Background: an optimization exercise with open tools, aiming at small area and a short achievable clock period. Do not read the settings as production practice.
Only simulation tests tie the RTL to the original design; equivalence was not proved.

`flow/design.v`:
```
`timescale 1ns / 1ps
module fm_mult (
    input                    CLK ,
    input      signed [15:0] A   ,
    input      signed [15:0] B   ,
    output reg signed [31:0] P
);
always @(posedge CLK)
    P <= A * B ;
endmodule
`timescale 1ns / 1ps
module conv2d#(
    parameter   CONV_WIDTH      = 'd8 ,
    parameter   CONV_HEIGHT     = 'd8 
)(
    input clk   ,
    input rst_n ,
    input                matrix_vsync ,
    input                matrix_href  ,
    input        [6:0]   matrix_h_cnt       ,
    input        [6:0]   matrix_v_cnt       ,
    input signed [15:0]   conv_bias   ,
    input        [143:0]  fm_data     ,
    input        [143:0]  conv_weight ,
    output reg        [6:0]  conv_h_cnt ,
    output reg        [6:0]  conv_v_cnt ,
    output reg               conv_href  ,
    output reg               conv_vsync ,
    output reg signed [31:0] conv_result 
);
wire    signed  [31:00] mult_result11 ;
wire    signed  [31:00] mult_result12 ;
wire    signed  [31:00] mult_result13 ;
wire    signed  [31:00] mult_result21 ;
wire    signed  [31:00] mult_result22 ;
wire    signed  [31:00] mult_result23 ;
wire    signed  [31:00] mult_result31 ;
wire    signed  [31:00] mult_result32 ;
wire    signed  [31:00] mult_result33 ;
reg                     matrix_vsync_r;
reg                     matrix_href_r ;
reg        [6:0]        conv_h_cnt_r  ;
reg        [6:0]        conv_v_cnt_r  ; 
always @(posedge clk or negedge rst_n)begin
    if(!rst_n)begin
        matrix_vsync_r <= 0 ;
        matrix_href_r  <= 0 ;
        conv_href      <= 0 ;
        conv_vsync     <= 0 ;
        conv_h_cnt_r   <= 0 ;
        conv_v_cnt_r   <= 0 ;
        conv_h_cnt     <= 0 ;
        conv_v_cnt     <= 0 ;
    end
    else begin
        matrix_vsync_r <= matrix_vsync   ;
        matrix_href_r  <= matrix_href    ;
        conv_href      <= matrix_href_r  ;
        conv_vsync     <= matrix_vsync_r ;
        conv_h_cnt_r   <= matrix_h_cnt   ;
        conv_v_cnt_r   <= matrix_v_cnt   ;
        conv_h_cnt     <= conv_h_cnt_r   ;
        conv_v_cnt     <= conv_v_cnt_r   ; 
    end
end
always @(posedge clk or negedge rst_n)begin
    if(!rst_n)
        conv_result <= 0 ;
    else
        conv_result <= mult_result11 + mult_result12 + mult_result13
                     + mult_result21 + mult_result22 + mult_result23
                     + mult_result31 + mult_result32 + mult_result33 + conv_bias ;
end
fm_mult mult11 (
  .CLK      (clk                  ),     
  .A        (conv_weight[143:128] ),     
  .B        (fm_data[143:128]     ),      
  .P        (mult_result11        )      
);
fm_mult mult12 (
  .CLK      (clk                  ),     
  .A        (conv_weight[127:112] ),     
  .B        (fm_data[127:112]     ),      
  .P        (mult_result12        )      
);
fm_mult mult13 (
  .CLK      (clk                  ),     
  .A        (conv_weight[111:96]  ),     
  .B        (fm_data[111:96]      ),      
  .P        (mult_result13        )      
);
fm_mult mult21 (
  .CLK      (clk                  ),     
  .A        (conv_weight[95:80]   ),      
  .B        (fm_data[95:80]       ),      
  .P        (mult_result21        )      
);
fm_mult mult22 (
  .CLK      (clk                  ),     
  .A        (conv_weight[79:64]   ),      
  .B        (fm_data[79:64]       ),      
  .P        (mult_result22        )      
);
fm_mult mult23 (
  .CLK      (clk                  ),     
  .A        (conv_weight[63:48]   ),      
  .B        (fm_data[63:48]       ),      
  .P        (mult_result23        )      
);
fm_mult mult31 (
  .CLK      (clk                  ),     
  .A        (conv_weight[47:32]   ),     
  .B        (fm_data[47:32]       ),      
  .P        (mult_result31        )      
);
fm_mult mult32 (
  .CLK      (clk                  ),     
  .A        (conv_weight[31:16]   ),     
  .B        (fm_data[31:16]       ),      
  .P        (mult_result32        )      
);
fm_mult mult33 (
  .CLK      (clk                  ),     
  .A        (conv_weight[15:0]    ),     
  .B        (fm_data[15:0]        ),      
  .P        (mult_result33        )      
);
endmodule
```
`flow/run.sh`:
```
#!/bin/bash
# synth_recipe.tcl (not shown) runs the flow's synth.tcl, then flattens the netlist and writes it again
# the make line also repeats each setting of config.mk as NAME=value (left out here)
make -C /OpenROAD-flow-scripts/flow DESIGN_CONFIG=/design/flow/config.mk WORK_HOME=/design/flow/orfs CLKGATE_MAP_FILE= SYNTH_SCRIPT=/design/flow/synth_recipe.tcl finish
```
`flow/config.mk`:
```
export PLATFORM = sky130hd
export DESIGN_NAME = conv2d
export DESIGN_NICKNAME = conv2d
export VERILOG_FILES = /design/flow/design.v
export SDC_FILE = /design/flow/constraint.sdc
export NUM_CORES = 4
export LEC_CHECK = 0
export CAP_MARGIN = 20
export CORE_MARGIN = 2
export CORE_UTILIZATION = 40
export SLEW_MARGIN = 20
```
`flow/constraint.sdc`:
```
create_clock -name core_clock -period 10.0 [get_ports {clk}]
set_input_delay 2.0000 -clock core_clock [delete_from_list [all_inputs] [get_ports {clk}]]
set_output_delay 2.0000 -clock core_clock [all_outputs]
set_load 0.01 [all_outputs]
```
==> run summary <==
max-slew violation count 0; Skew-Pair Late Insertion Delay 0.64 ns; slowest stage cell on the critical path sky130_fd_sc_hd__clkdlybuf4s50_1; router iterations before antenna repair 7; most numerous cell on the critical path sky130_fd_sc_hd__fa_1; global route total overflow 0; number of distinct library cells after synthesis 75; clock-pin slew on the worst setup and hold paths 0.06 ns; path category of the worst min-delay check reg2reg; placed cell count 14,300; kind of start point of the critical path primary input; EDFF count, synth 0; result of the run timing/DRC/antenna clean; CP required 10.52 ns; remaining routing DRC violations 0; cells along the critical path clkdlybuf4s50_1 > nand2_1 > inv_1 > fa_1 > inv_1 > fa_1 > inv_1 > fa_1 > inv_1 > fa_1 > fa_1 > fa_1 > inv_1 > ha_1 > a21o_1 > a21o_1 > a21oi_1 > a21o_1 > nand2_1 > a31o_2 > a211oi_1 > a21oi_1 > xor2_1; area used by multi-input combinational logic 83,400 um^2; maximum number of pins on one net before global-route repair 65; setup repair after global routing missed its margin false; sum of net half-perimeters after detailed placement 242,000 um; CTS buffer count 44; hold-fix buffer count after cts 0; critical path peak fanout 16; clock tree from TritonCTS built; Final Routed Wirelength 279,000 um; period utilisation layout 0.862; Setup-failing EPs final 0; Max-Slew Margin vs Limit 0.316; Core ar. 255,000 um^2; wire length of the first global-routing pass 451,000 um; asr flop ratio synth 0.182; number of top-level pins 370; global-route total usage across every layer 0.221; highest cell delay on the worst timing path 0.85 ns; post-synthesis net count 14,500; Starting Density 0.403; cell area after placement 110,000 um^2; largest buffer count on any clock path 3; worst clock skew on the final layout 0.0168 ns; H-tree Lvls 2; primary flip-flop cell chosen by synthesis mapping sky130_fd_sc_hd__dfxtp_1; Critical path buffers and inverters 6; Sequential cell area 7370 um^2; type of destination of the critical path register; Die ar. 261,000 um^2; final period demand of the worst path 8.62 ns; antenna-violating nets left 0; setup_tns 0 ns; vias per cell 4.94; DIE HEIGHT 511 um; Setup Crit Path Kind in2reg; cell area after layout 112,000 um^2; CTS sink cnt 352; Final Wtd Congestion 0.895; signed area change from the synthesized netlist to the final layout 8.63%; drt wl/cell 19.4 um; number of violations reported at the end of detailed-routing iteration 0 4,408; via count of the first global-routing pass 79,600; maximum operating frequency 116 MHz; # resized after CTS 0; final hold violations 0; Cell Rows 185; Worst path top cell family by delay adder cells; routed vias 71,000; number of standard cells in the final layout excluding fillers 14,400; Yosys Warn Count 2; summed instance area of the synthesized netlist 103,000 um^2; crit path DAT 9.14 ns; antenna violations before repair 17; die extent in x 511 um; number of buffers added on ports 369; CTS Root Cell sky130_fd_sc_hd__clkbuf_16; Max Cap Viol 0; Worst Hold Slack 0.336 ns; Synth Register Bits 352; proportion of synthesized chip area in sequential cells 0.0718; Post CTS Setup Buffer Count 0; number of nets in the finished design 14,600; Filler cells 24,700; share of cells above drive strength 1 0.0152; Cells after Synth 10,800; mean cell area of the mapped netlist 9.54 um^2; actual slew at the worst max-slew pin 1.02 ns
cell usage after synthesis (14+ instances only):
master	number	area, um^2
sky130_fd_sc_hd__a211oi_1	22	165
sky130_fd_sc_hd__a21o_1	130	976
sky130_fd_sc_hd__a21oi_1	206	1030
sky130_fd_sc_hd__a31oi_1	20	125
sky130_fd_sc_hd__and2_1	1104	6910
sky130_fd_sc_hd__and3_1	19	119
sky130_fd_sc_hd__clkbuf_1	293	1100
sky130_fd_sc_hd__dfrtp_1	64	1600
sky130_fd_sc_hd__dfxtp_1	288	5770
sky130_fd_sc_hd__fa_1	2600	52000
sky130_fd_sc_hd__ha_1	773	9670
sky130_fd_sc_hd__inv_1	2881	10800
sky130_fd_sc_hd__nand2_1	1157	4340
sky130_fd_sc_hd__nand2b_1	68	425
sky130_fd_sc_hd__nand3_1	39	195
sky130_fd_sc_hd__nand4_1	20	125
sky130_fd_sc_hd__nor2_1	258	968
sky130_fd_sc_hd__nor2b_1	16	100
sky130_fd_sc_hd__nor3_1	54	270
sky130_fd_sc_hd__o211ai_1	14	105
sky130_fd_sc_hd__o21a_1	50	375
sky130_fd_sc_hd__o21ai_0	111	556
sky130_fd_sc_hd__o21bai_1	36	270
sky130_fd_sc_hd__o31ai_1	17	128
sky130_fd_sc_hd__or3_1	17	106
sky130_fd_sc_hd__xnor2_1	271	2370
sky130_fd_sc_hd__xor2_1	69	604
logic make-up (layout without fill, tap and decap cells):
family / after synthesis / after routing / synth area share
AOI/OAI and AO/OA: 710 / 710 / 0.0455
xor gates and xnor gates: 340 / 340 / 0.0290
adders and majority gates: 3373 / 3373 / 0.601
buffers and inverters: 3178 / 3398 / 0.116
DFF: 352 / 352 / 0.0718
muxes: 6 / 6 / 0.000585
other: 0 / 14 / 0
and+or+nand+nor: 2802 / 2802 / 0.136
final timing paths:
path                           startpoint              end  slack [ns]  depth (start not counted)
setup / recovery              fm_data[17]     mult32.P[29]        1.38                         23
hold / removal             matrix_vsync_r       conv_vsync        0.34                          0
setup reg to reg              mult31.P[8]  conv_result[31]        4.07                         19
hold reg to reg            matrix_vsync_r       conv_vsync        0.34                          0
max in group asynchronous           rst_n  conv_result[30]        7.85                          2
min in group asynchronous           rst_n       conv_vsync        1.54                          2
per-stage QoR:
stage / util / setup WS (ns)
floorplan: - / 2.13
global placement: 0.432 / 0.776
CTS: 0.438 / 1.42
global route: 0.438 / 1.12
finish: 0.438 / 1.38
detailed placement: 0.432 / 0.777
layer usage:
| metal | GRT usage | wire length, um |
|---|---|---|
| met1 | 0.295 | 118000 |
| met2 | 0.379 | 138000 |
| met3 | 0.0243 | 14200 |
| met4 | 0.0625 | 8470 |
| met5 | 0 | 41 |
layout by cell type (no fill, tap or decap), drive strengths merged, types with 60 or more instances in the layout:
master	Yosys	layout
a21o	130	130
a21oi	207	207
and2	1104	1104
buf	3	71
clkbuf	293	60
clkdlybuf4s50	0	368
dfrtp	64	64
dfxtp	288	288
fa	2600	2600
ha	773	773
inv	2881	2885
nand2	1157	1157
nand2b	68	68
nor2	258	258
o21ai	113	113
xnor2	271	271
xor2	69	69
flip-flops by register name, indices dropped and copies added, names as in the netlist:
register        count
conv_result        32
mult11.P           32
mult12.P           32
mult13.P           32
mult21.P           32
mult22.P           32
mult23.P           32
mult31.P           32
mult32.P           32
mult33.P           32
conv_h_cnt          7
conv_h_cnt_r        7
conv_v_cnt          7
conv_v_cnt_r        7
conv_href           1
conv_vsync          1
matrix_href_r       1
matrix_vsync_r      1
layout make-up:
cell class,count,share of cell area
diodes,14,0.000314
inverters,2882,0.0970
well taps,3366,0.0378
flip-flops and latches,352,0.0661
repair buffers,439,0.0378
multi-input cells,7231,0.748
clock buffers,60,0.0113
clock inverters,17,0.00225

-- port drivers added, routing unchanged --
The flow's constraints put no driver on any port. The routed layout listed below was extracted and timed again, unchanged, in two steps. Step 1 assumes that a clkbuf_16 drives the clock port and a buf_2 every other input. Step 2 adds t to the input delays and takes it off the output delays; t is the mean of the earliest and latest rising clock arrival at the registers after step 1. Input paths then give back, and output paths get back, about the clock's delay inside the block. Slacks: ideal / step 1 / step 2; pairs: ideal / step 1.
t (ns): 0.704
setup slack, ns: 1.381 / 1.393 / 0.689
latest minus earliest clock arrival (ns): 0.021 / 0.020
After both steps setup and hold are still met in this run. The setup slack of this run moves by +0.012 ns with the drivers and by -0.692 ns with both steps.
